This design comes from an exercise in tuning for small area on the open sky130 flow, not from production work. The RTL was checked by simulation tests, not by an equivalence proof against the original design.

==> flow/design.v <==
`timescale 1ns / 1ps
module alu_add(input [31:0] a, input [31:0] b, output [31:0] s);
    wire [31:0] g0 = a & b;
    wire [31:0] p0 = a ^ b;
    reg  [31:0] G, P;
    integer i, d;
    always @(*) begin
        G = g0;
        P = p0;
        for (d = 1; d < 32; d = d * 2)
            for (i = 2 * d - 1; i < 32; i = i + 2 * d) begin
                G[i] = G[i] | (P[i] & G[i - d]);
                P[i] = P[i] & P[i - d];
            end
        for (d = 8; d >= 1; d = d / 2)
            for (i = 3 * d - 1; i < 32; i = i + 2 * d) begin
                G[i] = G[i] | (P[i] & G[i - d]);
                P[i] = P[i] & P[i - d];
            end
    end
    assign s = p0 ^ {G[30:0], 1'b0};
endmodule
`timescale 1ns / 1ps
module sel31(input [31:1] s, input [31:1] d, output y);
    wire [10:0] n;
    genvar i;
    generate
        for (i = 0; i < 10; i = i + 1) begin : g_a
            c_a222oi u (.a1(s[3*i+1]), .a2(d[3*i+1]), .b1(s[3*i+2]), .b2(d[3*i+2]),
                        .c1(s[3*i+3]), .c2(d[3*i+3]), .y(n[i]));
        end
    endgenerate
    c_nand2 u10 (.a(s[31]), .b(d[31]), .y(n[10]));
    wire p0, p1, p2;
    c_nand4 w0 (.a(n[0]), .b(n[1]), .c(n[2]), .d(n[3]), .y(p0));
    c_nand4 w1 (.a(n[4]), .b(n[5]), .c(n[6]), .d(n[7]), .y(p1));
    c_nand3 w2 (.a(n[8]), .b(n[9]), .c(n[10]), .y(p2));
    c_or3   w3 (.a(p0), .b(p1), .c(p2), .y(y));
endmodule
module sel32(input [31:0] s, input [31:0] d, output y);
    wire [10:0] n;
    genvar i;
    generate
        for (i = 0; i < 10; i = i + 1) begin : g_a
            c_a222oi u (.a1(s[3*i]), .a2(d[3*i]), .b1(s[3*i+1]), .b2(d[3*i+1]),
                        .c1(s[3*i+2]), .c2(d[3*i+2]), .y(n[i]));
        end
    endgenerate
    wire n11;
    c_nand2 u10 (.a(s[30]), .b(d[30]), .y(n[10]));
    c_nand2 u11 (.a(s[31]), .b(d[31]), .y(n11));
    wire p0, p1, p2;
    c_nand4 w0 (.a(n[0]), .b(n[1]), .c(n[2]), .d(n[3]), .y(p0));
    c_nand4 w1 (.a(n[4]), .b(n[5]), .c(n[6]), .d(n[7]), .y(p1));
    c_nand4 w2 (.a(n[8]), .b(n[9]), .c(n[10]), .d(n11), .y(p2));
    c_or3   w3 (.a(p0), .b(p1), .c(p2), .y(y));
endmodule
module sel8(input [7:0] s, input [7:0] d, output y);
    wire n0, n1, n2, n3;
    c_a222oi u0 (.a1(s[0]), .a2(d[0]), .b1(s[1]), .b2(d[1]), .c1(s[2]), .c2(d[2]), .y(n0));
    c_a222oi u1 (.a1(s[3]), .a2(d[3]), .b1(s[4]), .b2(d[4]), .c1(s[5]), .c2(d[5]), .y(n1));
    c_nand2  u2 (.a(s[6]), .b(d[6]), .y(n2));
    c_nand2  u3 (.a(s[7]), .b(d[7]), .y(n3));
    c_nand4  w  (.a(n0), .b(n1), .c(n2), .d(n3), .y(y));
endmodule
module sel4(input [3:0] s, input [3:0] d, output y);
    assign y = |(s & d);
endmodule
module wb_bit(input [3:0] rs, input [3:0] rd, input as, input ad, output y);
    assign y = |(rs & rd) | (as & ad);
endmodule
module c_a222oi(input a1, a2, b1, b2, c1, c2, output y);
    assign y = ~((a1 & a2) | (b1 & b2) | (c1 & c2));
endmodule
module c_nand2(input a, b, output y);
    assign y = ~(a & b);
endmodule
module c_nand3(input a, b, c, output y);
    assign y = ~(a & b & c);
endmodule
module c_nand4(input a, b, c, d, output y);
    assign y = ~(a & b & c & d);
endmodule
module c_or3(input a, b, c, output y);
    assign y = a | b | c;
endmodule
`timescale 1ns / 1ps
module tinycpu(
    input         clk,
    input         rstn,           
    input         stall,          
    input  [31:0] instr,          
    output [5:0]  imem_addr,      
    output        rf_we,          
    output [4:0]  rf_waddr,
    output [31:0] rf_wdata,
    output        dm_we,          
    output        dm_half,        
    output [4:0]  dm_addr,
    output [31:0] dm_wdata
    );
integer i, j;
genvar g, b;
reg [5:0] pc;
always @(posedge clk or negedge rstn) begin
    if (!rstn)
        pc <= 6'd0;
    else if (!stall)
        pc <= pc + 1'b1;
end
wire [6:0] op  = instr[6:0];
wire [2:0] f3  = instr[14:12];
wire [6:0] f7  = instr[31:25];
wire [4:0] rd  = instr[11:7];
wire [4:0] rs1 = instr[19:15];
wire [4:0] rs2 = instr[24:20];
wire low_ok = ~op[6] & ~op[3] & ~op[2] & op[1] & op[0];
wire is_r   = low_ok &  op[5] &  op[4];
wire is_i   = low_ok & ~op[5] &  op[4];
wire is_l   = low_ok & ~op[5] & ~op[4];
wire is_s   = low_ok &  op[5] & ~op[4];
wire half   = ~f3[2] & ~f3[1];
reg  [31:0] r [1:31];
reg  [31:1] v;                  
wire [31:0] wdata;
wire        rf_wen = rf_we & ~stall;
generate
    for (g = 1; g < 32; g = g + 1) begin : g_reg
        wire we_g = rf_wen & (rd == g);
        always @(posedge clk)
            if (we_g) r[g] <= wdata;
        always @(posedge clk or negedge rstn)
            if (!rstn)
                v[g] <= 1'b0;
            else if (we_g)
                v[g] <= 1'b1;
    end
endgenerate
reg  [31:1] sel1, sel2;
always @(*)
    for (i = 1; i < 32; i = i + 1) begin
        sel1[i] = (rs1 == i) & v[i];
        sel2[i] = (rs2 == i) & v[i];
    end
wire none1 = ~|sel1;
wire none2 = ~|sel2;
wire [31:0] rs1_data, rs2_data;
generate
    for (b = 0; b < 32; b = b + 1) begin : g_rp
        wire [31:1] col;
        for (g = 1; g < 32; g = g + 1) begin : g_c
            assign col[g] = r[g][b];
        end
        if (b < 5) begin : g_lo
            sel32 p1 (.s({sel1, none1}), .d({col, rs1[b]}), .y(rs1_data[b]));
            sel32 p2 (.s({sel2, none2}), .d({col, rs2[b]}), .y(rs2_data[b]));
        end else begin : g_hi
            sel31 p1 (.s(sel1), .d(col), .y(rs1_data[b]));
            sel31 p2 (.s(sel2), .d(col), .y(rs2_data[b]));
        end
    end
endgenerate
wire [31:0] imm = {{20{instr[31]}}, instr[31:25], op[5] ? instr[11:7] : instr[24:20]};
wire [31:0] opb = (op[5] & op[4]) ? rs2_data : imm;
wire [31:0] sum;
alu_add adder (.a(rs1_data), .b(opb), .s(sum));
reg  [7:0] m [0:31];
reg  [31:0] mv;                 
wire [4:0] a  = sum[4:0];
wire [1:0] s  = a[1:0];
wire [2:0] wb = a[4:2];
reg  [7:0] wsel;                
reg  [7:0] cs [0:3];            
reg  [3:0] kk [0:3];            
always @(*) begin
    for (i = 0; i < 8; i = i + 1)
        wsel[i] = (wb == i);
    for (j = 0; j < 4; j = j + 1) begin
        cs[j] = (j < s) ? {wsel[6:0], wsel[7]} : wsel;
        for (i = 0; i < 4; i = i + 1)
            kk[j][i] = (((j - s) & 3) == i);
    end
end
reg  [7:0] zs [0:3];
always @(*)
    for (j = 0; j < 4; j = j + 1)
        for (i = 0; i < 8; i = i + 1)
            zs[j][i] = cs[j][i] & mv[4*i+j];
wire [7:0] z [0:3];
generate
    for (g = 0; g < 4; g = g + 1) begin : g_z
        for (b = 0; b < 8; b = b + 1) begin : g_zb
            sel8 u (.s(zs[g]),
                    .d({m[28+g][b], m[24+g][b], m[20+g][b], m[16+g][b],
                        m[12+g][b], m[8+g][b], m[4+g][b], m[g][b]}),
                    .y(z[g][b]));
        end
    end
endgenerate
wire [7:0] st [0:3];
generate
    for (g = 0; g < 4; g = g + 1) begin : g_st
        for (b = 0; b < 8; b = b + 1) begin : g_stb
            sel4 u (.s(kk[g]),
                    .d({rs2_data[24+b], rs2_data[16+b], rs2_data[8+b], rs2_data[b]}),
                    .y(st[g][b]));
        end
    end
endgenerate
wire dm_wen = is_s & ~stall;
generate
    for (g = 0; g < 32; g = g + 1) begin : g_byte
        wire we_g = dm_wen & cs[g % 4][g / 4] & (kk[g % 4][0] | kk[g % 4][1] | ~half);
        always @(posedge clk)
            if (we_g)
                m[g] <= st[g % 4];
        always @(posedge clk or negedge rstn)
            if (!rstn)
                mv[g] <= 1'b0;
            else if (we_g)
                mv[g] <= 1'b1;
    end
endgenerate
wire add_ok = op[4] & (f3 == 3'b000) & (~op[5] | (f7 == 7'b0));
reg  [3:0] rot [0:3];
always @(*)
    for (i = 0; i < 4; i = i + 1)
        for (j = 0; j < 4; j = j + 1)
            rot[i][j] = ~op[4] & kk[j][i] & (i < 2 | ~half);
generate
    for (b = 0; b < 32; b = b + 1) begin : g_wb
        wb_bit u (.rs(rot[b / 8]),
                  .rd({z[3][b % 8], z[2][b % 8], z[1][b % 8], z[0][b % 8]}),
                  .as(add_ok), .ad(sum[b]), .y(wdata[b]));
    end
endgenerate
assign imem_addr = pc;
assign rf_we     = is_r | is_i | is_l;
assign rf_waddr  = rd;
assign rf_wdata  = wdata;
assign dm_we     = is_s;
assign dm_half   = half;
assign dm_addr   = a;
assign dm_wdata  = rs2_data;
endmodule
export LEC_CHECK = 0
export CAP_MARGIN = 20
export CORE_MARGIN = 2
export CORE_UTILIZATION = 50
export CTS_BUF_LIST = sky130_fd_sc_hd__clkbuf_8
export CTS_CLUSTER_DIAMETER = 50
export CTS_CLUSTER_SIZE = 14
export SETUP_SLACK_MARGIN = 0.2
export SLEW_MARGIN = 20
export SYNTH_HIERARCHICAL = 1
export SYNTH_MINIMUM_KEEP_SIZE = 0
create_clock -name core_clock -period 15.0 [get_ports {clk}]
run.sh (not shown) runs the stock make flow with config.mk's settings and CLKGATE_MAP_FILE= SYNTH_SCRIPT=/design/flow/synth_recipe.tcl, a recipe that flattens the netlist after the stock synthesis.
The first run finished clean.
Rerun with:
- CTS_BUF_LIST: sky130_fd_sc_hd__clkbuf_8 -> sky130_fd_sc_hd__clkbuf_4 sky130_fd_sc_hd__clkbuf_8
- CTS_CLUSTER_DIAMETER: 50 -> 40
- CTS_CLUSTER_SIZE: 14 -> 10
Effect: The new run finished clean; non-clock buffer count does not change; area after synthesis stays the same; design area rises by 1.1%; clock-buffer cell count went up by 71; utilization rose by 0.61 points.

==> static timing again, ports no longer ideal <==
How much do the figures lean on ideal ports? The routed layouts below were timed once more, with nothing changed but the port constraints.
Step 1 (the two cells are an assumption about what drives the block):
set clk [get_ports {clk}]
set_driving_cell -lib_cell sky130_fd_sc_hd__clkbuf_16 $clk
set_driving_cell -lib_cell sky130_fd_sc_hd__buf_2 [delete_from_list [all_inputs] $clk]
Step 2, shift: input delay + t, output delay - t, t = (earliest + latest rising clock arrival at the registers) / 2. This alone moves slack from input paths to output paths.
Slacks: ideal / step 1 / step 2; pairs: ideal / step 1.
| run | t, ns | setup WS [ns] | hold WS [ns] | slew at the worst register clock pin (ns) |
|---|---|---|---|---|
| the first run | 0.928 | 0.561 / 0.529 / 0.529 | 0.455 / 0.455 / 0.455 | 0.09 / 0.09 |
| the second run | 0.937 | 0.510 / 0.472 / 0.472 | 0.454 / 0.454 / 0.454 | 0.08 / 0.08 |
After both steps every run listed still meets setup and hold. For the second run, which loses most, drivers alone change the setup slack by -0.038 ns; drivers and shift together by -0.038 ns.
